Source: an optimization exercise on an open RTL-to-GDS flow (aim: small area, a short achievable clock period and few clock cycles). Production flows keep margins and buffers that such runs may drop.
Where RTL was checked, it was by simulation tests only, not by an equivalence proof against the original.
Power is estimated from default activity; no workload was simulated.

==> onyx <==
Design Mips16, start of the top module:
module Mips16(clk, reset, imem_addr, imem_data, dmem_addr, dmem_wdata, dmem_we,
              dmem_rdata, dout, wb_en, wb_reg, halted);
==> module Mips16, before the edit <==
module Mips16(clk, reset, imem_addr, imem_data, dmem_addr, dmem_wdata, dmem_we,
              dmem_rdata, dout, wb_en, wb_reg, halted);
input clk, reset;
input [15:0] imem_data, dmem_rdata;
output [8:0] imem_addr, dmem_addr;
output [15:0] dmem_wdata, dout;
output dmem_we, wb_en, halted;
output [2:0] wb_reg;
localparam FN_ZERO = 4'd0, FN_SUM = 4'd1, FN_AND = 4'd2, FN_OR = 4'd3, FN_XOR = 4'd4,
           FN_SLT = 4'd5, FN_SLL = 4'd6, FN_SRL = 4'd7, FN_LW = 4'd8;
reg [8:0]  pc;           
reg        halted_r;
reg [15:0] e_a, e_b;     
reg [6:0]  e_imm;        
reg [2:0]  e_sh;         
reg [3:0]  e_fn;
reg        e_sub, e_we, e_sw, e_br, e_bne, e_pred, e_halt;
reg [2:0]  e_dst;
reg [8:0]  e_alt;        
reg        wb_en_r;
reg [2:0]  wb_reg_r;
reg [15:0] dout_r;
reg [15:0] rf [1:7];
reg [7:1]  rf_ok;
wire [16:0] sum = {1'b0, e_a} + {1'b0, e_b} + {16'h0000, e_sub};
wire        ltu = !sum[16];
reg  [15:0] res;
always @* begin
	case (e_fn)
		FN_SUM: res = sum[15:0];
		FN_AND: res = e_a & e_b;
		FN_OR:  res = e_a | e_b;
		FN_XOR: res = e_a ^ e_b;
		FN_SLT: res = {15'h0000, ltu};
		FN_SLL: res = e_b << e_sh;
		FN_SRL: res = e_b >> e_sh;
		FN_LW:  res = dmem_rdata;
		default: res = 16'h0000;
	endcase
end
ALU_addr agen(.base(e_a[8:0]), .off(e_imm), .addr(dmem_addr));
assign dmem_wdata = e_b;
assign dmem_we    = e_sw;
wire br_taken = (e_a == e_b) ^ e_bne;
wire redirect = e_br && (br_taken != e_pred);
wire kill     = redirect || e_halt || halted_r;
wire [2:0] f_op   = imem_data[15:13];
wire [2:0] f_rs   = imem_data[12:10];
wire [2:0] f_rt   = imem_data[9:7];
wire [2:0] f_rd   = imem_data[6:4];
wire [3:0] f_func = imem_data[3:0];
wire [6:0] f_imm  = imem_data[6:0];
wire       f_isr  = (f_op == 3'b000);
wire       f_halt = f_isr && (f_func == 4'b1111);
wire       f_isimm = (f_op == 3'b001) || (f_op == 3'b010) || (f_op == 3'b011);
wire       f_lw   = (f_op == 3'b110);
wire       f_br   = (f_op[2:1] == 2'b10);
wire [2:0] f_dst  = f_isr ? f_rd : f_rt;
wire       f_we   = ((f_isr && !f_halt) || f_isimm || f_lw) && (f_dst != 3'b000);
wire       f_pred = f_br && ((f_rs == f_rt) ? !f_op[0] : (f_imm[6] | f_op[0]));
wire [8:0] f_off  = {{2{f_imm[6]}}, f_imm};
wire [8:0] f_pc1  = pc + 9'd1;
wire [8:0] f_tgt  = f_pc1 + f_off;
reg  [3:0] f_fn;
always @* begin
	case (f_op)
		3'b000: case (f_func)
			4'd0: f_fn = FN_SLL;
			4'd1, 4'd2: f_fn = FN_SUM;
			4'd3: f_fn = FN_AND;
			4'd4: f_fn = FN_OR;
			4'd5: f_fn = FN_XOR;
			4'd6: f_fn = FN_SLT;
			4'd7: f_fn = FN_SRL;
			default: f_fn = FN_ZERO;
		endcase
		3'b001: f_fn = FN_SUM;
		3'b010: f_fn = FN_OR;
		3'b011: f_fn = FN_SLT;
		3'b110: f_fn = FN_LW;
		default: f_fn = FN_ZERO;
	endcase
end
wire f_sub = (f_isr && (f_func == 4'd2 || f_func == 4'd6)) || (f_op == 3'b011);
reg [15:0] f_a, f_b;
integer i;
always @* begin
	f_a = 16'h0000;
	f_b = 16'h0000;
	for (i = 1; i < 8; i = i + 1) begin
		if (f_rs == i && rf_ok[i]) f_a = f_a | rf[i];
		if (f_rt == i && rf_ok[i]) f_b = f_b | rf[i];
	end
	if (e_we && e_dst == f_rs) f_a = res;
	if (e_we && e_dst == f_rt) f_b = res;
	if (f_isimm) f_b = {{9{f_imm[6]}}, f_imm};
	if (f_sub) f_b = ~f_b;
end
always @(posedge clk) begin
	if (reset) begin
		pc <= 9'd0;
		halted_r <= 1'b0;
		e_we <= 1'b0;
		e_sw <= 1'b0;
		e_br <= 1'b0;
		e_halt <= 1'b0;
		wb_en_r <= 1'b0;
		rf_ok <= 7'd0;
	end else begin
		if (redirect)
			pc <= e_alt;
		else if (!kill)
			pc <= f_pred ? f_tgt : f_pc1;
		if (e_halt)
			halted_r <= 1'b1;
		e_we <= f_we && !kill;
		e_sw <= (f_op == 3'b111) && !kill;
		e_br <= f_br && !kill;
		e_halt <= f_halt && !kill;
		wb_en_r <= e_we;
		if (e_we)
			rf_ok[e_dst] <= 1'b1;
	end
	e_a <= f_a;
	e_b <= f_b;
	e_imm <= f_imm;
	e_sh <= f_rs;
	e_fn <= f_fn;
	e_sub <= f_sub;
	e_bne <= f_op[0];
	e_pred <= f_pred;
	e_dst <= f_dst;
	e_alt <= f_pred ? f_pc1 : f_tgt;
	wb_reg_r <= e_dst;
	dout_r <= res;
	if (e_we)
		rf[e_dst] <= res;
end
assign imem_addr = pc;
assign dout = dout_r;
assign wb_en = wb_en_r;
assign wb_reg = wb_reg_r;
assign halted = halted_r;
endmodule
clock: 7.0 ns
lec_check: 0
cap_margin: 20
core_margin: 2
core_utilization: 50
cts_buf_list: sky130_fd_sc_hd__clkbuf_8
setup_slack_margin: 3.6
slew_margin: 20
synth_hierarchical: 1
standard.sh (not shown) runs the stock make flow with config.mk's settings and CLKGATE_MAP_FILE= SYNTH_SCRIPT=/design/flow/synth_recipe.tcl, a recipe that flattens the netlist after the stock synthesis.
==> flow/flow/run.sh <==
#!/bin/bash
# Layout flow: the standard synthesis (standard.sh synth, unchanged), then
# the standard ORFS layout with two changes: port buffers made from
# sky130_fd_sc_hd__buf_2, and the resizer allowed to change a cell's footprint
# when it sizes cells for timing (MATCH_CELL_FOOTPRINT=0).
# Each step's full output goes to its own log in this folder.
set -euo pipefail
export BUFFER_PORTS_ARGS="-buffer_cell sky130_fd_sc_hd__buf_2"
bash standard.sh synth > synth.log 2>&1
sed 's/ CLKGATE_MAP_FILE= / CLKGATE_MAP_FILE= MATCH_CELL_FOOTPRINT=0 /' standard.sh > standard_layout.sh
grep -q 'MATCH_CELL_FOOTPRINT=0' standard_layout.sh
bash standard_layout.sh > layout.log 2>&1
==> ember (differences from onyx) <==
--- a/flow/design.v
+++ b/flow/design.v
@@ -14,3 +14,3 @@
 reg [15:0] e_a, e_b;     
-reg [6:0]  e_imm;        
+reg [8:0]  e_addr;       
 reg [2:0]  e_sh;         
@@ -41,3 +41,3 @@
 end
-ALU_addr agen(.base(e_a[8:0]), .off(e_imm), .addr(dmem_addr));
+assign dmem_addr  = e_addr;
 assign dmem_wdata = e_b;
@@ -47,2 +47,3 @@
 wire kill     = redirect || e_halt || halted_r;
+wire stall;
 wire [2:0] f_op   = imem_data[15:13];
@@ -62,2 +63,4 @@
 wire [8:0] f_off  = {{2{f_imm[6]}}, f_imm};
+wire       f_mem  = (f_op[2:1] == 2'b11);
+assign     stall  = f_mem && e_we && (e_dst == f_rs);
 wire [8:0] f_pc1  = pc + 9'd1;
@@ -85,11 +88,12 @@
 wire f_sub = (f_isr && (f_func == 4'd2 || f_func == 4'd6)) || (f_op == 3'b011);
-reg [15:0] f_a, f_b;
+reg [15:0] f_ra, f_a, f_b;
 integer i;
 always @* begin
-	f_a = 16'h0000;
+	f_ra = 16'h0000;
 	f_b = 16'h0000;
 	for (i = 1; i < 8; i = i + 1) begin
-		if (f_rs == i && rf_ok[i]) f_a = f_a | rf[i];
+		if (f_rs == i && rf_ok[i]) f_ra = f_ra | rf[i];
 		if (f_rt == i && rf_ok[i]) f_b = f_b | rf[i];
 	end
+	f_a = f_ra;
 	if (e_we && e_dst == f_rs) f_a = res;
@@ -99,2 +103,4 @@
 end
+wire [8:0] f_addr;
+ALU_addr agen(.base(f_ra[8:0]), .off(f_imm), .addr(f_addr));
 always @(posedge clk) begin
@@ -112,3 +118,3 @@
 			pc <= e_alt;
-		else if (!kill)
+		else if (!kill && !stall)
 			pc <= f_pred ? f_tgt : f_pc1;
@@ -116,4 +122,4 @@
 			halted_r <= 1'b1;
-		e_we <= f_we && !kill;
-		e_sw <= (f_op == 3'b111) && !kill;
+		e_we <= f_we && !kill && !stall;
+		e_sw <= (f_op == 3'b111) && !kill && !stall;
 		e_br <= f_br && !kill;
@@ -126,3 +132,3 @@
 	e_b <= f_b;
-	e_imm <= f_imm;
+	e_addr <= f_addr;
 	e_sh <= f_rs;
--- a/flow/config.mk
+++ b/flow/config.mk
@@ -10,3 +10,5 @@
 export CORE_UTILIZATION = 50
-export CTS_BUF_LIST = sky130_fd_sc_hd__clkbuf_8
+export CTS_BUF_LIST = sky130_fd_sc_hd__clkbuf_16
+export CTS_CLUSTER_DIAMETER = 80
+export CTS_CLUSTER_SIZE = 24
 export SETUP_SLACK_MARGIN = 3.6
==> pepper (differences from onyx) <==
--- a/flow/design.v
+++ b/flow/design.v
@@ -14,3 +14,3 @@
 reg [15:0] e_a, e_b;     
-reg [6:0]  e_imm;        
+reg [8:0]  e_addr;       
 reg [2:0]  e_sh;         
@@ -41,3 +41,3 @@
 end
-ALU_addr agen(.base(e_a[8:0]), .off(e_imm), .addr(dmem_addr));
+assign dmem_addr  = e_addr;
 assign dmem_wdata = e_b;
@@ -47,2 +47,3 @@
 wire kill     = redirect || e_halt || halted_r;
+wire stall;
 wire [2:0] f_op   = imem_data[15:13];
@@ -62,2 +63,4 @@
 wire [8:0] f_off  = {{2{f_imm[6]}}, f_imm};
+wire       f_mem  = (f_op[2:1] == 2'b11);
+assign     stall  = f_mem && e_we && (e_dst == f_rs);
 wire [8:0] f_pc1  = pc + 9'd1;
@@ -85,11 +88,12 @@
 wire f_sub = (f_isr && (f_func == 4'd2 || f_func == 4'd6)) || (f_op == 3'b011);
-reg [15:0] f_a, f_b;
+reg [15:0] f_ra, f_a, f_b;
 integer i;
 always @* begin
-	f_a = 16'h0000;
+	f_ra = 16'h0000;
 	f_b = 16'h0000;
 	for (i = 1; i < 8; i = i + 1) begin
-		if (f_rs == i && rf_ok[i]) f_a = f_a | rf[i];
+		if (f_rs == i && rf_ok[i]) f_ra = f_ra | rf[i];
 		if (f_rt == i && rf_ok[i]) f_b = f_b | rf[i];
 	end
+	f_a = f_ra;
 	if (e_we && e_dst == f_rs) f_a = res;
@@ -99,2 +103,4 @@
 end
+wire [8:0] f_addr;
+ALU_addr agen(.base(f_ra[8:0]), .off(f_imm), .addr(f_addr));
 always @(posedge clk) begin
@@ -112,3 +118,3 @@
 			pc <= e_alt;
-		else if (!kill)
+		else if (!kill && !stall)
 			pc <= f_pred ? f_tgt : f_pc1;
@@ -116,4 +122,4 @@
 			halted_r <= 1'b1;
-		e_we <= f_we && !kill;
-		e_sw <= (f_op == 3'b111) && !kill;
+		e_we <= f_we && !kill && !stall;
+		e_sw <= (f_op == 3'b111) && !kill && !stall;
 		e_br <= f_br && !kill;
@@ -126,3 +132,3 @@
 	e_b <= f_b;
-	e_imm <= f_imm;
+	e_addr <= f_addr;
 	e_sh <= f_rs;
--- a/flow/config.mk
+++ b/flow/config.mk
@@ -9,4 +9,7 @@
 export CORE_MARGIN = 2
-export CORE_UTILIZATION = 50
+export CORE_UTILIZATION = 65
 export CTS_BUF_LIST = sky130_fd_sc_hd__clkbuf_8
+export CTS_CLUSTER_DIAMETER = 60
+export CTS_CLUSTER_SIZE = 16
+export PLACE_DENSITY = 0.72
 export SETUP_SLACK_MARGIN = 3.6
==> run notes <==
- Status: finished clean
- Fillers: 1373
- H-tree Lvls: 1
- Syn-to-layout area delta: 8.77%
- Layout Nets: 1333
- Crit path DAT: 3.78 ns
- Hpwl dp: 25100 µm
- Share of total power in sequential cells: 51.7%
- FF-to-FF End: e_a[0]$_DFF_P_
- Placement row count: 50
- CP Buf/Inv Count: 1
- Global-route wire length before repair: 53800 µm
- Comb_multi_in: 821
- Net Switching: 0.896 mW
- Syn nets: 1289
- Clk sinks: 216
- Worst-path clk slew: 0.09 ns
The numbers above come from pepper.

==> run notes <==
- Status: finished clean
- CP Buf/Inv Count: 2
- Layout Nets: 1339
- Worst-path clk slew: 0.06 ns
- Net Switching: 0.990 mW
- H-tree Lvls: 2
- Clk sinks: 214
- Global-route wire length before repair: 60100 µm
- Fillers: 2135
The numbers above come from onyx.

==> run notes <==
- Global-route wire length before repair: 58300 µm
- Clk sinks: 216
- Antenna-violating nets left: 0
- Worst-path clk slew: 0.09 ns
- Share of total power in sequential cells: 50.8%
- Comb_multi_in: 821
- Net Switching: 0.904 mW
- CP Buf/Inv Count: 1
- H-tree Lvls: 1
- Hpwl dp: 27100 µm
- Status: finished clean
- FF-to-FF End: e_a[9]$_DFF_P_
- Crit path DAT: 3.71 ns
- Placement row count: 57
- Syn nets: 1289
- Layout Nets: 1336
The numbers above come from ember.

Testbench counts of ember, summed over its fixed seeds: cycles 15,929.
Testbench counts of pepper, summed over its fixed seeds: cycles 15,929.
Only the layout flow was run in onyx; the RTL was not checked for function there.

static timing again, ports no longer ideal:
Ports are ideal in the flow. The routed layouts listed here were re-timed in OpenROAD.
Step 1 assumes that a clkbuf_16 drives the clock port and a buf_2 every other input.
Step 2 moves the port delays by t, midway between the first and last clock arrival at a register: inputs arrive t later, outputs are due t later. That takes back most of the time a late clock gives input paths.
Three values: no drivers, after step 1, after step 2; two values: the first two.
| run | shift t [ns] | slack for setup (ns) | worst setup path after step 2 |
|---|---|---|---|
| onyx | 0.565 | 3.305 / 3.261 / 3.309 | input to register |
| ember | 0.534 | 3.667 / 3.693 / 3.160 | input to register |
| pepper | 0.581 | 3.644 / 3.669 / 3.088 | input to register |
After both steps every run listed still meets setup and hold. The setup slack of pepper, which loses most, moves by +0.025 ns with the drivers and by -0.556 ns with both steps.
